From an optimization exercise on the open Yosys and OpenROAD flow, aimed at small area and a short achievable clock period; shortcuts taken in it are not production practice.
Function was checked by simulation only, so behaviour that the tests miss may differ from the original.

v16:
Design tmr_lif_neuron, start of the top module:
module tmr_lif_neuron (
    input signed [15:0] V_in1, V_in2, V_in3,
    input signed [15:0] I_in1, I_in2, I_in3,
    input signed [15:0] dt_tau,
    input wire clk, rst,
    output wire signed [15:0] V_out,
    output wire spike
);
    wire [16:0] dx = {dt_tau, 1'b0};
    wire [7:0] one, two, neg;
    genvar g;
    generate for (g = 0; g < 8; g = g + 1) begin : enc
        assign one[g] = dx[2*g+1] ^ dx[2*g];
        assign two[g] = (dx[2*g+2] & ~dx[2*g+1] & ~dx[2*g]) | (~dx[2*g+2] & dx[2*g+1] & dx[2*g]);
        assign neg[g] = dx[2*g+2];
    end endgenerate
    reg [2:0] c;
    reg [7:0] x1;
    wire [7:0] x1_d;
    reg [15:0] v1;
    fixed_point_q8_8 l1 (.V_in(V_in1), .I_in(I_in1), .one(one), .two(two), .neg(neg), .X(x1_d));
    wire [15:0] u1;
    add_u au1 (.a(v1), .b({{8{x1[7]}}, x1}), .s(u1));
    wire signed [15:0] r1 = c[0] ? 16'h0000 : u1;
    reg [7:0] x2;
    wire [7:0] x2_d;
    reg [15:0] v2;
  ...
make LEC_CHECK=0 ABC_AREA=0 CAP_MARGIN=20 CORE_MARGIN=2 CORE_UTILIZATION=65 SETUP_SLACK_MARGIN=5 SLEW_MARGIN=20 SYNTH_HIERARCHICAL=1 finish   # period 13.0 ns
run.sh (not shown) runs the stock make flow with config.mk's settings and CLKGATE_MAP_FILE= SYNTH_SCRIPT=/design/flow/synth_recipe.tcl, a recipe that flattens the netlist after the stock synthesis.
Looking at the reports, v16 completed the entire flow and the layout it produced met the timing, DRC and antenna checks.
[inputs] v54 vs v16
Settings: CORE_UTILIZATION now 40, was 65.
==> flow/flow/run.sh (new file) <==
#!/bin/bash
set -euo pipefail
MARGIN=${MARGIN:-7}
bash standard.sh SETUP_SLACK_MARGIN=$MARGIN finish > make_finish.log 2>&1
==> flow/standard.sh (new file) <==
#!/bin/bash
# synth_recipe.tcl (not shown) runs the flow's synth.tcl, then flattens the netlist and writes it again
# the make line also repeats each setting of config.mk as NAME=value (left out here)
make -C /OpenROAD-flow-scripts/flow DESIGN_CONFIG=/design/flow/config.mk WORK_HOME=/design/flow/orfs CLKGATE_MAP_FILE= SYNTH_SCRIPT=/design/flow/synth_recipe.tcl "${@:-finish}"
removed: flow/run.sh
Findings:
- The run showing the smaller first-pass GRT wire length is v16.
- Between v54 and v16, the global-route usage is lower for v54.
- Diff v16 -> v54: final setup slack of the worst path went up by 0.52 ns; smallest hold slack went up by 0.028 ns.
Edits applied to the flow inputs when going from v54 to v3:
==> flow/run.sh (new file) <==
#!/bin/bash
# synth_recipe.tcl (not shown) runs the flow's synth.tcl, then flattens the netlist and writes it again
# the make line also repeats each setting of config.mk as NAME=value (left out here)
make -C /OpenROAD-flow-scripts/flow DESIGN_CONFIG=/design/flow/config.mk WORK_HOME=/design/flow/orfs CLKGATE_MAP_FILE= SYNTH_SCRIPT=/design/flow/synth_recipe.tcl finish
removed: flow/flow/run.sh
removed: flow/standard.sh
[summary]
v3 against v54: post-route cell area shows a reduction of 18%, tap cell count shows no meaningful change.
Combined buffer and inverter count along the critical path: v3 vs v54 down 2
Result for v54 and v3: all clean
## Diff of input files: v33 against v3
Settings: SYNTH_HIERARCHICAL changed from 1 to 0; ABC_AREA changed from 0 to 1; SETUP_SLACK_MARGIN changed from 5 to 5.0.
Findings:
v33 vs v3, pin count of the biggest net entering global routing went down by 16%.
Taking v3 as 1.0, v33 lands at 0.839 on mean area per synthesized cell.
Diff v3 -> v33 | layout multi-input combinational cell count | up by a little under 10%
Relative to v3, worst-case register-to-register setup slack decreased by 0.20 ns in v33.
| fmax | lower: v33 |

Setup of build 27:
Another version of the RTL of tmr_lif_neuron (not shown whole).
Size in the first run: ~1700 cells after synthesis, roughly 130 I/O pins, ~0.016 sq mm of cells after synthesis.
Settings: LEC_CHECK=0, ABC_AREA=0, CAP_MARGIN=20, CORE_MARGIN=2, CORE_UTILIZATION=40, PLACE_DENSITY=0.8, SETUP_SLACK_MARGIN=5.0, SLEW_MARGIN=20, SYNTH_HIERARCHICAL=1; clock period 13.0 ns.
standard.sh (not shown) runs the stock make flow with config.mk's settings and CLKGATE_MAP_FILE= SYNTH_SCRIPT=/design/flow/synth_recipe.tcl, a recipe that flattens the netlist after the stock synthesis.
==> flow/flow/run.sh <==
#!/bin/bash
set -euo pipefail
bash standard.sh "BUFFER_PORTS_ARGS=-buffer_cell sky130_fd_sc_hd__buf_1" finish > make_finish.log 2>&1
### build 27 -> build 40
# build 27
export LEC_CHECK = 0
export ABC_AREA = 0
export CAP_MARGIN = 20
export CORE_MARGIN = 2
export CORE_UTILIZATION = 40
export PLACE_DENSITY = 0.8
export SETUP_SLACK_MARGIN = 5.0
export SLEW_MARGIN = 20
export SYNTH_HIERARCHICAL = 1
create_clock -name core_clock -period 13.0 [get_ports {clk}]
# build 40
export LEC_CHECK = 0
export ABC_AREA = 1
export CAP_MARGIN = 20
export CORE_MARGIN = 2
export CORE_UTILIZATION = 40
export CTS_BUF_LIST = sky130_fd_sc_hd__clkbuf_8
export PLACE_DENSITY = 0.8
export SETUP_SLACK_MARGIN = 5.0
export SLEW_MARGIN = 20
export SYNTH_HIERARCHICAL = 0
create_clock -name core_clock -period 13.0 [get_ports {clk}]
### Flow results
- The maximum fanout along the worst path of build 40 is lower than that of build 27.
- Diff build 27 -> build 40: share of the clock period used by the worst path up 6.6 points; via count +about 22%.
- Setup slack: build 40 less than build 27
- Global-route usage over all layers: build 40 vs build 27 up 3.7 points
- Taking build 40 over build 27, the mean instance size in the synthesized netlist ratio works out to 0.78.
Setup changes, build 40 to build 29
# build 40
export LEC_CHECK = 0
export ABC_AREA = 1
export CAP_MARGIN = 20
export CORE_MARGIN = 2
export CORE_UTILIZATION = 40
export CTS_BUF_LIST = sky130_fd_sc_hd__clkbuf_8
export PLACE_DENSITY = 0.8
export SETUP_SLACK_MARGIN = 5.0
export SLEW_MARGIN = 20
export SYNTH_HIERARCHICAL = 0
create_clock -name core_clock -period 13.0 [get_ports {clk}]
# build 29
export LEC_CHECK = 0
export ABC_AREA = 0
export CAP_MARGIN = 20
export CORE_MARGIN = 2
export CORE_UTILIZATION = 40
export CTS_BUF_LIST = sky130_fd_sc_hd__clkbuf_8
export PLACE_DENSITY = 0.8
export SETUP_SLACK_MARGIN = 5.0
export SLEW_MARGIN = 20
export SYNTH_HIERARCHICAL = 1
create_clock -name core_clock -period 13.0 [get_ports {clk}]
--- outcome ---
Build 29: no failed stages, no open violations at the end
Build 40 has a higher critical path depth in cells than build 29.
Build 29 vs. build 40: synthesized cell count went down by about 20%; cell area saw a decrease; final critical-path required period now sits lower.
Relative to build 40, number of cells after detailed placement has gone down in build 29.
In build 29, final critical-path share of the clock period is lower than in build 40.
Relative to build 40, count of clock-buffer cells in the layout has increased by 1 in build 29.
diff inputs: build 29 => build 18
# build 29
export LEC_CHECK = 0
export ABC_AREA = 0
export CAP_MARGIN = 20
export CORE_MARGIN = 2
export CORE_UTILIZATION = 40
export CTS_BUF_LIST = sky130_fd_sc_hd__clkbuf_8
export PLACE_DENSITY = 0.8
export SETUP_SLACK_MARGIN = 5.0
export SLEW_MARGIN = 20
export SYNTH_HIERARCHICAL = 1
create_clock -name core_clock -period 13.0 [get_ports {clk}]
# build 18
export LEC_CHECK = 0
export ABC_AREA = 0
export CAP_MARGIN = 20
export CORE_MARGIN = 2
export CORE_UTILIZATION = 50
export CTS_BUF_LIST = sky130_fd_sc_hd__clkbuf_8
export PLACE_DENSITY = 0.8
export SETUP_SLACK_MARGIN = 5.0
export SLEW_MARGIN = 20
export SYNTH_HIERARCHICAL = 1
create_clock -name core_clock -period 13.0 [get_ports {clk}]
Findings:
Build 18 ended with every stage complete and zero timing, DRC or antenna violations. Build 18 ended up with a higher final core utilization than build 29 did. Delta (build 18 minus build 29): total nets after synthesis neither gained nor lost much.
Edits applied to the flow inputs when going from build 18 to build 71:
# build 18
export LEC_CHECK = 0
export ABC_AREA = 0
export CAP_MARGIN = 20
export CORE_MARGIN = 2
export CORE_UTILIZATION = 50
export CTS_BUF_LIST = sky130_fd_sc_hd__clkbuf_8
export PLACE_DENSITY = 0.8
export SETUP_SLACK_MARGIN = 5.0
export SLEW_MARGIN = 20
export SYNTH_HIERARCHICAL = 1
create_clock -name core_clock -period 13.0 [get_ports {clk}]
# build 71
export LEC_CHECK = 0
export ABC_AREA = 0
export CAP_MARGIN = 20
export CORE_MARGIN = 2
export CORE_UTILIZATION = 40
export CTS_BUF_LIST = sky130_fd_sc_hd__clkbuf_8
export CTS_CLUSTER_SIZE = 40
export PLACE_DENSITY = 0.8
export SETUP_SLACK_MARGIN = 5.0
export SLEW_MARGIN = 20
export SYNTH_HIERARCHICAL = 1
create_clock -name core_clock -period 13.0 [get_ports {clk}]
Build 71 against build 18: fraction of cell area in non-clock buffers closely matched the old numbers, clock-cell share of area went down by 0.15 points.
Build 18 was carried through to the last stage, and its layout satisfied the timing, DRC and antenna checks.
Having completed the whole flow, build 71 delivered a layout that passed the timing, DRC and antenna checks.
## Diff of input files: build 84 against build 71
# build 71
export LEC_CHECK = 0
export ABC_AREA = 0
export CAP_MARGIN = 20
export CORE_MARGIN = 2
export CORE_UTILIZATION = 40
export CTS_BUF_LIST = sky130_fd_sc_hd__clkbuf_8
export CTS_CLUSTER_SIZE = 40
export PLACE_DENSITY = 0.8
export SETUP_SLACK_MARGIN = 5.0
export SLEW_MARGIN = 20
export SYNTH_HIERARCHICAL = 1
create_clock -name core_clock -period 13.0 [get_ports {clk}]
# build 84
export LEC_CHECK = 0
export ABC_AREA = 0
export CAP_MARGIN = 20
export CORE_MARGIN = 2
export CORE_UTILIZATION = 40
export CTS_BUF_LIST = sky130_fd_sc_hd__clkbuf_8
export PLACE_DENSITY = 0.8
export SETUP_SLACK_MARGIN = 5.0
export SLEW_MARGIN = 20
export SYNTH_HIERARCHICAL = 1
export TNS_END_PERCENT = 20
create_clock -name core_clock -period 13.0 [get_ports {clk}]
[summary]
Build 84 vs. build 71: area taken by flip-flops and latches about even; non-clock buffering overhead in the final layout about even; share of the clock period used by the worst path held. Build 71 and build 84 ended up with nearly the same design area. Final weighted congestion in routability-driven placement: build 84 vs build 71 identical. Reported for build 71 and build 84, final critical path time including I/O delays and setup turned out identical to the last digit. Comparing build 84 against build 71, there is no change at all in count of inverters other than clock inverters in the layout.

==> port drivers added, routing unchanged <==
In the flow no input, the clock included, has a driving cell. The finished layouts below were timed again as built, in two steps.
Step 1, drivers: a clkbuf_16 drives clk and a buf_2 each remaining input, both assumed.
Step 2 times the ports against the registers' clock, not the clock port: input delays grow and output delays shrink by t, the midpoint of the rising clock arrivals with the driver on.
Slacks: ideal ports / drivers / drivers and shift; pairs: ideal ports / drivers.
run | t (ns) | setup WS [ns] | worst setup path after step 2 | worst data-port slew with drivers (ns)
v16 | 0.386 | 4.951 / 4.907 / 4.781 | input to register | 0.05
v54 | 0.399 | 5.473 / 5.428 / 5.557 | input to register | 0.08
v3 | 0.407 | 5.036 / 5.067 / 4.660 | input to register | 0.05
v33 | 0.411 | 4.264 / 4.275 / 3.864 | input to register | 0.05
build 27 | 0.409 | 5.163 / 5.137 / 4.787 | input to register | 0.07
build 40 | 0.451 | 4.301 / 4.303 / 3.853 | input to register | 0.09
build 29 | 0.428 | 5.233 / 5.190 / 4.830 | input to register | 0.07
build 18 | 0.413 | 5.159 / 5.121 / 4.851 | input to register | 0.04
build 71 | 0.428 | 5.233 / 5.190 / 4.830 | input to register | 0.07
build 84 | 0.428 | 5.233 / 5.190 / 4.830 | input to register | 0.07
After both steps setup and hold are still met in every run listed. For build 40, which loses most, drivers alone change the setup slack by +0.002 ns; drivers and shift together by -0.448 ns.
